Background: an optimization exercise with open tools, aiming at small area. Do not read the settings as production practice. Only simulation tests tie the RTL to the original design; equivalence was not proved. Power and IR drop assume default switching activity.

File: design/flow/config.mk
export PLATFORM = sky130hd
export DESIGN_NAME = timer_top
export DESIGN_NICKNAME = timer_top
export VERILOG_FILES = /design/flow/design.v
export SDC_FILE = /design/flow/constraint.sdc
export NUM_CORES = 4
export LEC_CHECK = 0
export CAP_MARGIN = 20
export CORE_MARGIN = 2
export CORE_UTILIZATION = 40
export SLEW_MARGIN = 20
File: design/flow/constraint.sdc
create_clock -name core_clock -period 5.0 [get_ports {sys_clk}]
set_input_delay 1.0000 -clock core_clock [delete_from_list [all_inputs] [get_ports {sys_clk}]]
set_output_delay 1.0000 -clock core_clock [all_outputs]
set_load 0.01 [all_outputs]
File: design/flow/design.v
module register (
    input wire sys_clk,
    input wire sys_rst_n,
    input wire wr_en,
    input wire rd_en,
    input wire [11:0] tim_paddr,
    input wire [31:0] tim_pwdata,
    input wire [3:0] tim_pstrb,
    output wire [31:0] tim_prdata,
    input wire [63:0] cnt_val,
    input wire halt_ack_status,
    input wire interrupt_status,
    output wire timer_en,
    output wire div_en,
    output wire [3:0] div_val,
    output wire halt_req,
    output wire [63:0] compare_val,
    output wire interrupt_en,
    output wire counter_clear,
    output wire [1:0] counter_write_sel,
    output wire [31:0] counter_write_data,
    output wire interrupt_clear,
    output wire reg_error_flag
);
    localparam TCR_ADDR = 12'h000;
    localparam TDR0_ADDR = 12'h004;
    localparam TDR1_ADDR = 12'h008;
    localparam TCMP0_ADDR = 12'h00C;
    localparam TCMP1_ADDR = 12'h010;
    localparam TIER_ADDR = 12'h014;
    localparam TISR_ADDR = 12'h018;
    localparam THCSR_ADDR = 12'h01C;
    wire tcr_sel = (tim_paddr == TCR_ADDR);
    wire tdr0_sel = (tim_paddr == TDR0_ADDR);
    wire tdr1_sel = (tim_paddr == TDR1_ADDR);
    wire tcmp0_sel = (tim_paddr == TCMP0_ADDR);
    wire tcmp1_sel = (tim_paddr == TCMP1_ADDR);
    wire tier_sel = (tim_paddr == TIER_ADDR);
    wire tisr_sel = (tim_paddr == TISR_ADDR);
    wire thcsr_sel = (tim_paddr == THCSR_ADDR);
    wire is_timer_running;
    wire attempt_to_change_div_settings;
    wire attempt_to_change_div_en;
    wire attempt_to_change_div_val;
    wire prohibited_div_val;
    reg [31:0] read_mux_out;
    reg [31:0] tcr_reg;
    reg [31:0] tcmp0_reg;
    reg [31:0] tcmp1_reg;
    reg [31:0] tier_reg;
    reg [31:0] thcsr_reg;
    reg timer_en_dly;
    reg [31:0] tdr_write_data_muxed;
    always @(posedge sys_clk or negedge sys_rst_n) begin
        if (!sys_rst_n) begin
            tcr_reg   <= {20'h0, 4'b0001, 6'b0, 1'b0, 1'b0};
            tcmp0_reg <= 32'hFFFF_FFFF;
            tcmp1_reg <= 32'hFFFF_FFFF;
            tier_reg  <= 32'h0;
            thcsr_reg <= 32'h0;
        end else if (wr_en) begin 
            if (tcr_sel) begin
                if (!reg_error_flag) begin
                    if (tim_pstrb[0]) tcr_reg[0] <= tim_pwdata[0];
                    if (tim_pstrb[0]) tcr_reg[1] <= tim_pwdata[1];
                    if (tim_pstrb[1]) tcr_reg[11:8] <= tim_pwdata[11:8];
                end
            end
            if (!reg_error_flag) begin
                if (tcmp0_sel) begin
                    if (tim_pstrb[0]) tcmp0_reg[7:0]   <= tim_pwdata[7:0];
                    if (tim_pstrb[1]) tcmp0_reg[15:8]  <= tim_pwdata[15:8];
                    if (tim_pstrb[2]) tcmp0_reg[23:16] <= tim_pwdata[23:16];
                    if (tim_pstrb[3]) tcmp0_reg[31:24] <= tim_pwdata[31:24];
                end
                if (tcmp1_sel) begin
                    if (tim_pstrb[0]) tcmp1_reg[7:0]   <= tim_pwdata[7:0];
                    if (tim_pstrb[1]) tcmp1_reg[15:8]  <= tim_pwdata[15:8];
                    if (tim_pstrb[2]) tcmp1_reg[23:16] <= tim_pwdata[23:16];
                    if (tim_pstrb[3]) tcmp1_reg[31:24] <= tim_pwdata[31:24];
                end
                if (tier_sel) begin
                    if (tim_pstrb[0]) tier_reg[0] <= tim_pwdata[0];
                end
                if (thcsr_sel) begin
                    if (tim_pstrb[0]) thcsr_reg[0] <= tim_pwdata[0];
                end
            end
        end
    end
    always @(posedge sys_clk or negedge sys_rst_n) begin
        if (!sys_rst_n) begin
            timer_en_dly <= 1'b0;
        end else begin
            timer_en_dly <= tcr_reg[0];
        end
    end
    always @(*) begin
        if (tdr0_sel) begin
            tdr_write_data_muxed[7:0]   = tim_pstrb[0] ? tim_pwdata[7:0]   : cnt_val[7:0];
            tdr_write_data_muxed[15:8]  = tim_pstrb[1] ? tim_pwdata[15:8]  : cnt_val[15:8];
            tdr_write_data_muxed[23:16] = tim_pstrb[2] ? tim_pwdata[23:16] : cnt_val[23:16];
            tdr_write_data_muxed[31:24] = tim_pstrb[3] ? tim_pwdata[31:24] : cnt_val[31:24];
        end else if (tdr1_sel) begin
            tdr_write_data_muxed[7:0]   = tim_pstrb[0] ? tim_pwdata[7:0]   : cnt_val[39:32];
            tdr_write_data_muxed[15:8]  = tim_pstrb[1] ? tim_pwdata[15:8]  : cnt_val[47:40];
            tdr_write_data_muxed[23:16] = tim_pstrb[2] ? tim_pwdata[23:16] : cnt_val[55:48];
            tdr_write_data_muxed[31:24] = tim_pstrb[3] ? tim_pwdata[31:24] : cnt_val[63:56];
        end else begin
            tdr_write_data_muxed = tim_pwdata;
        end
    end
    always @(*) begin
        read_mux_out = 32'h0;
        case (tim_paddr)
            TCR_ADDR:   read_mux_out = tcr_reg;
            TDR0_ADDR:  read_mux_out = cnt_val[31:0];
            TDR1_ADDR:  read_mux_out = cnt_val[63:32];
            TCMP0_ADDR: read_mux_out = tcmp0_reg;
            TCMP1_ADDR: read_mux_out = tcmp1_reg;
            TIER_ADDR:  read_mux_out = tier_reg;
            TISR_ADDR:  read_mux_out = {31'b0, interrupt_status};
            THCSR_ADDR: read_mux_out = {30'b0, halt_ack_status, thcsr_reg[0]};
        endcase
    end
    assign tim_prdata = rd_en ? read_mux_out : 32'h0;
    assign timer_en = tcr_reg[0];
    assign div_en = tcr_reg[1];
    assign div_val = tcr_reg[11:8];
    assign halt_req = thcsr_reg[0];
    assign compare_val = {tcmp1_reg, tcmp0_reg};
    assign interrupt_en = tier_reg[0];
    assign counter_clear = timer_en_dly && !tcr_reg[0];
    assign counter_write_sel[0] = wr_en && tdr0_sel;
    assign counter_write_sel[1] = wr_en && tdr1_sel;
    assign counter_write_data = tdr_write_data_muxed;
    assign interrupt_clear = wr_en && tisr_sel && tim_pwdata[0];
    assign is_timer_running = tcr_reg[0];
    assign attempt_to_change_div_en  = tim_pstrb[0] && (tim_pwdata[1]    !== tcr_reg[1]);
    assign attempt_to_change_div_val = tim_pstrb[1] && (tim_pwdata[11:8] !== tcr_reg[11:8]);
    assign attempt_to_change_div_settings =
        wr_en && tcr_sel && (attempt_to_change_div_en || attempt_to_change_div_val);
    assign prohibited_div_val = wr_en && tcr_sel && tim_pstrb[1] && (tim_pwdata[11:8] > 4'b1000);
    assign reg_error_flag = (is_timer_running && attempt_to_change_div_settings) || prohibited_div_val;
endmodule
module counter (
    input wire sys_clk,
    input wire sys_rst_n,
    input wire cnt_en,
    input wire counter_clear,
    input wire [31:0] counter_write_data,
    input wire [1:0] counter_write_sel,
    output wire [63:0] cnt_val
);
    reg [63:0] counter_reg;
    assign cnt_val = counter_reg;
    always @(posedge sys_clk or negedge sys_rst_n) begin
        if (!sys_rst_n) begin
            counter_reg <= 64'd0;
        end else if (counter_clear) begin
            counter_reg <= 64'd0;
        end else if (counter_write_sel == 2'b01) begin
            counter_reg[31:0] <= counter_write_data;
        end else if (counter_write_sel == 2'b10) begin
            counter_reg[63:32] <= counter_write_data;
        end else if (cnt_en) begin
            counter_reg <= counter_reg + 1;
        end
    end
endmodule
module apb_slave (
    input wire sys_clk,
    input wire sys_rst_n,
    input wire tim_psel,
    input wire tim_pwrite,
    input wire tim_penable,
    output wire tim_pready,
    output wire tim_pslverr,
    input wire reg_error_flag,
    output wire wr_en,
    output wire rd_en
);
    localparam [1:0] IDLE   = 2'b00;
    localparam [1:0] SETUP  = 2'b01;
    localparam [1:0] ACCESS = 2'b10;
    reg [1:0] current_state_reg;
    reg [1:0] next_state;
    always @(posedge sys_clk or negedge sys_rst_n) begin
        if (!sys_rst_n) begin
            current_state_reg <= IDLE;
        end else begin
            current_state_reg <= next_state;
        end
    end
    always @(*) begin
        next_state = current_state_reg;
        case (current_state_reg)
            IDLE:   if (tim_psel) next_state = SETUP;
            SETUP:  if (tim_penable) next_state = ACCESS;
                    else if (!tim_psel) next_state = IDLE;  
            ACCESS: if (tim_pready) next_state = IDLE;  
        endcase
    end
    assign tim_pready  = (current_state_reg == ACCESS) && tim_penable && tim_psel;
    assign wr_en = tim_pready && tim_pwrite;
    assign rd_en = tim_pready && !tim_pwrite;
    assign tim_pslverr = tim_pready && reg_error_flag;
endmodule
module counter_control (
    input wire sys_clk,
    input wire sys_rst_n,
    input wire timer_en,
    input wire div_en,
    input wire [3:0] div_val,
    input wire halt_req,
    input wire dbg_mode,
    output wire cnt_en,
    output wire halt_ack_status
);
    assign halt_ack_status = halt_req && dbg_mode;
    reg  [7:0] divisor_counter;
    wire [7:0] limit;
    wire       is_limit;
    assign limit = (1 << div_val) - 1;
    always @(posedge sys_clk or negedge sys_rst_n) begin
        if (!sys_rst_n) begin
            divisor_counter <= 8'd0;
        end else if (!timer_en || !div_en || (is_limit && !halt_ack_status)) begin
            divisor_counter <= 8'd0;
        end else if (timer_en && div_en && !halt_ack_status) begin
            divisor_counter <= divisor_counter + 1;
        end
    end
    assign is_limit = (divisor_counter == limit);
    wire cnt_en_pre_halt;
    assign cnt_en_pre_halt = div_en ? (timer_en && is_limit) : timer_en;
    assign cnt_en = cnt_en_pre_halt && !halt_ack_status;
endmodule
module interrupt (
    input wire sys_clk,
    input wire sys_rst_n,
    input wire [63:0] cnt_val,
    input wire [63:0] compare_val,
    input wire interrupt_en,
    input wire interrupt_clear,
    output reg interrupt_status,
    output wire tim_int
);
    wire match = (cnt_val == compare_val);
    always @(posedge sys_clk or negedge sys_rst_n) begin
        if (!sys_rst_n) begin
            interrupt_status <= 1'b0;
        end else if (interrupt_clear) begin
            interrupt_status <= 1'b0;
        end else if (match) begin
            interrupt_status <= 1'b1;
        end
    end
    assign tim_int = interrupt_status && interrupt_en;
endmodule
module timer_top (
    input wire          sys_clk,
    input wire          sys_rst_n,
    input wire          tim_psel,
    input wire          tim_pwrite,
    input wire          tim_penable,
    input wire [11:0]   tim_paddr,
    input wire [31:0]   tim_pwdata,
    input wire [3:0]    tim_pstrb,
    output wire         tim_pready,
    output wire [31:0]  tim_prdata,
    output wire         tim_pslverr,
    output wire         tim_int,   
    input wire          dbg_mode
);
    wire wr_en;
    wire rd_en;
    wire reg_error_flag;
    wire        timer_en;
    wire        div_en;
    wire [3:0]  div_val;
    wire        halt_req;
    wire [1:0]  counter_write_sel;
    wire [31:0] counter_write_data;
    wire        counter_clear;
    wire [63:0] compare_val;
    wire        interrupt_en;
    wire        interrupt_clear;
    wire cnt_en;
    wire halt_ack_status;
    wire [63:0] cnt_val;
    wire interrupt_status;
    apb_slave u_apb_slave (
        .sys_clk(sys_clk),
        .sys_rst_n(sys_rst_n),
        .tim_psel(tim_psel),
        .tim_pwrite(tim_pwrite),
        .tim_penable(tim_penable),
        .reg_error_flag(reg_error_flag),
        .wr_en(wr_en),
        .rd_en(rd_en),
        .tim_pslverr(tim_pslverr),
        .tim_pready(tim_pready)
    );
    register u_register (
        .sys_clk(sys_clk),
        .sys_rst_n(sys_rst_n),
        .wr_en(wr_en),
        .rd_en(rd_en),
        .tim_paddr(tim_paddr),
        .tim_pwdata(tim_pwdata),
        .tim_pstrb(tim_pstrb),
        .halt_ack_status(halt_ack_status),
        .cnt_val(cnt_val),
        .interrupt_status(interrupt_status),
        .reg_error_flag(reg_error_flag),
        .timer_en(timer_en),
        .div_en(div_en),
        .div_val(div_val),
        .halt_req(halt_req),
        .counter_write_sel(counter_write_sel),
        .counter_write_data(counter_write_data),
        .counter_clear(counter_clear),
        .compare_val(compare_val),
        .interrupt_en(interrupt_en),
        .interrupt_clear(interrupt_clear),
        .tim_prdata(tim_prdata)
    );
    counter_control u_counter_control (
        .sys_clk(sys_clk),
        .sys_rst_n(sys_rst_n),
        .timer_en(timer_en),
        .div_en(div_en),
        .div_val(div_val),
        .halt_req(halt_req),
        .dbg_mode(dbg_mode),
        .cnt_en(cnt_en),
        .halt_ack_status(halt_ack_status)
    );
    counter u_counter (
        .sys_clk(sys_clk),
        .sys_rst_n(sys_rst_n),
        .counter_write_sel(counter_write_sel),
        .counter_write_data(counter_write_data),
        .counter_clear(counter_clear),
        .cnt_en(cnt_en),
        .cnt_val(cnt_val)
    );
    interrupt u_interrupt_logic (
        .sys_clk(sys_clk),
        .sys_rst_n(sys_rst_n),
        .compare_val(compare_val),
        .interrupt_en(interrupt_en),
        .interrupt_clear(interrupt_clear),
        .cnt_val(cnt_val),
        .interrupt_status(interrupt_status),
        .tim_int(tim_int)
    );
endmodule
File: design/flow/run.sh
#!/bin/bash
# synth_recipe.tcl (not shown) runs the flow's synth.tcl, then flattens the netlist and writes it again
# the make line also repeats each setting of config.mk as NAME=value (left out here)
make -C /OpenROAD-flow-scripts/flow DESIGN_CONFIG=/design/flow/config.mk WORK_HOME=/design/flow/orfs CLKGATE_MAP_FILE= SYNTH_SCRIPT=/design/flow/synth_recipe.tcl finish
==> impl_metrics.json <==
{
  "status": "finished clean",
  "cts_setup_buffers": 0,
  "syn_nets": 1275,
  "finalHoldViolCount": 0,
  "seq_area_frac_synth": 0.357,
  "cts_tree": "yes",
  "n_fill_cell": 2539,
  "grt_pass1_vias": 9849,
  "hpwl_um": 27600,
  "synth_top_flop_cell": "dfrtp_1",
  "path_class": "input pin to output port",
  "holdPathEnd": "u_register.tcmp0_reg[13]",
  "wirelength_um": 38800,
  "clock-sinks": 148,
  "antenna_left": 0,
  "irDropWorstVdd_mv": 0.208,
  "setup_viol": 0,
  "fin_tns_setup_ps": 0,
  "synthArstFlopShare": 1.00,
  "avgSynthCellArea_um2": 8.73,
  "clock_skew_ps": 13.3,
  "grt_overflow": 0,
  "antenna_found_initial": 2,
  "fin_total_pwr_mw": 2.86,
  "drtIter0Drc": 1145,
  "num_antenna_cells": 0,
  "finalCritPeriodShare": 0.909,
  "worstReg2RegEnd": "u_counter.counter_reg[11]",
  "cap_violations": 0,
  "finalCriticalPeriod_ps": 4540,
  "fmax_mhz": 220,
  "most-common-layout-cells": "a21oi_1, nand2_1, o21ai_0, clkdlybuf4s50_1, dfrtp_1",
  "clockRootBuffer": "clkbuf_16",
  "grt_max_degree": 92,
  "die_x_um": 167,
  "area_growth_pct": 17.2,
  "grt_usage": 0.279,
  "num_io_pins": 89,
  "synth-seq-cells": 148,
  "cts_buffers": 17,
  "r2r_slack_ps": 870,
  "p_leak_nw": 4.98,
  "syn_inst": 1215,
  "start_util": 0.407,
  "seqCellArea_um2": 3780,
  "rows": 59,
  "multi_input_area_um2": 6330,
  "avgRoutedWirePerCell_um": 24.2,
  "grt_pass1_wl_um": 60100,
  "power.density_nw_per_um2": 230,
  "port_buffers": 88,
  "clk_transition_reported_paths_ps": 60,
  "largest_reg_flops": 64,
  "slew_headroom": 0.269,
  "ctsHoldBuffers": 0,
  "final_common_cell": "a21oi_1",
  "cp.arrival_ps": 3540,
  "cp-start-kind": "input pin",
  "r2r-start": "u_register.tcr_reg[11]",
  "clock_latency_ps": 440,
  "cts_buffer_depth": 2,
  "synth_cell_types": 82,
  "worst_slew_pin_slew_ps": 1090,
  "syn_area_um2": 10600,
  "drc_errors": 0,
  "crit_required_ps": 4000,
  "drv_slew": 0,
  "gp_congestion": 0.940,
  "layout-drive-gt1-share": 0.191,
  "die-height_um": 167,
  "fin_nets": 1317,
  "drt_first_pass_iters": 5,
  "ctsResizeCount": 0,
  "coreArea_um2": 26100,
  "ys_warn_count": 5,
  "htree_num_levels": 4,
  "dr_total_vias": 10300,
  "r2r_cells": 10,
  "synth_edf_count": 0,
  "vias_per_cell": 6.44,
  "hp-start": "u_register.tcmp0_reg[13]",
  "cp-end-kind": "output port",
  "hold-path-cell-count": 2,
  "min_path_type": "flip-flop to flip-flop",
  "dieArea_um2": 27800,
  "rsz0062_at_grt": "no",
  "critPathMaxFanout": 19
}
logic make-up after synthesis:
| family | share of synthesized area |
|---|---|
| DFF | 0.357 |
| adders and majority gates | 0.00707 |
| xor gates and xnor gates | 0.0618 |
| buffers and inverters | 0.0478 |
| muxes | 0.0779 |
| and+or+nand+nor | 0.199 |
| AOI/OAI and AO/OA | 0.250 |
Yosys cell counts, drive strengths merged, types with 4 or more instances:
master	n	share of area
a211oi	25	0.024
a21o	7	0.0050
a21oi	123	0.058
a222oi	4	0.0038
a22oi	59	0.042
a311oi	10	0.010
a31oi	9	0.0053
and2	10	0.0061
and3	23	0.014
and4	7	0.0058
buf	34	0.020
clkbuf	64	0.023
dfrtp	83	0.20
dfstp	65	0.16
ha	6	0.0071
inv	14	0.0050
mux2	69	0.073
mux2i	5	0.0047
nand2	98	0.036
nand2b	6	0.0035
nand3	49	0.024
nand4	26	0.015
nor2	74	0.026
nor2b	4	0.0024
nor3	38	0.018
nor3b	4	0.0028
nor4	30	0.022
nor4b	4	0.0053
o211ai	12	0.0090
o21a	4	0.0028
o21ai	91	0.043
o22a	4	0.0033
o22ai	12	0.0071
o31ai	13	0.0097
or3	8	0.0047
or4	5	0.0046
xor2	71	0.059
worst max-delay path, stage by stage:
cell	delay, ps
clkdlybuf4s50_1	440
nor4_4	380
nand2_1	170
nor4_4	300
buf_4	350
a22oi_1	100
a21oi_1	200
clkdlybuf4s50_1	580
power by group:
group          total (mW)  leakage (nW)  switching [mW]  internal (mW)
combinational       0.187          2.86           0.110         0.0769
sequential           1.21          1.81         0.00346           1.21
clock                1.46         0.307           0.559          0.902
metal layers:
metal	track usage	wire length, um	part of all wire	vias up
li1	-	-	-	4666
met1	0.374	16400	0.42	5049
met2	0.419	16900	0.44	517
met3	0.0996	4100	0.11	102
met4	0.0918	1350	0.035	4
met5	0	27	0.00070	-
final cells by class:
cell class                      instances  area share
Sequential cell                       148       0.304
Multi-Input combinational cell        954       0.509
Clock buffer                           20      0.0359
Inverter                               15     0.00453
Timing Repair Buffer                  121      0.0959
Tap cell                              335      0.0337
Clock inverter                         12      0.0164
stage by stage:
stage                     hold WS [ps]  cells  utilization  setup slack [ps]  area [um^2]
after floorplan                    352   1215            -              1050        10600
after global placement             491   1572        0.452               519        11800
after detailed placement           498   1572        0.452               481        11800
after CTS                          508   1604        0.477               466        12400
after global routing               535   1605        0.477               283        12400
final                              503   1605        0.477               456        12400
how the worst max path moves through the flow:
stage	startpoint	endpoint	slack (ps)	cells past startpoint
2_1_floorplan	tim_paddr[1]	tim_prdata[12]	1050	8
3_3_place_gp	tim_paddr[7]	tim_prdata[0]	520	9
3_5_place_dp	tim_paddr[7]	tim_prdata[17]	480	8
4_1_cts	tim_paddr[7]	tim_prdata[17]	470	8
5_1_grt	tim_paddr[7]	tim_prdata[17]	280	9
6_report	tim_paddr[7]	tim_prdata[17]	460	8

afterwards: timing with drivers on the ports:
In the flow no input, the clock included, has a driving cell. The finished layout below was timed again as built, in two steps.
Step 1: set_driving_cell puts a clkbuf_16 on sys_clk and a buf_2 on each other input, an assumption about the parent block.
Step 2 also shifts input and output timing later by t, the mid clock arrival at the registers, as if the neighbouring blocks saw the same clock.
Slacks: ideal ports / drivers / drivers and shift; pairs: ideal ports / drivers.
t (ns): 0.486
setup slack, ns: 0.456 / 0.436 / 0.436
worst hold slack (ns): 0.503 / 0.494 / 0.503
worst setup path after step 2: input to output
worst register clock-pin slew, ns: 0.07 / 0.07
After both steps setup and hold are still met in this run. For this run, drivers alone change the setup slack by -0.020 ns; drivers and shift together by -0.020 ns.
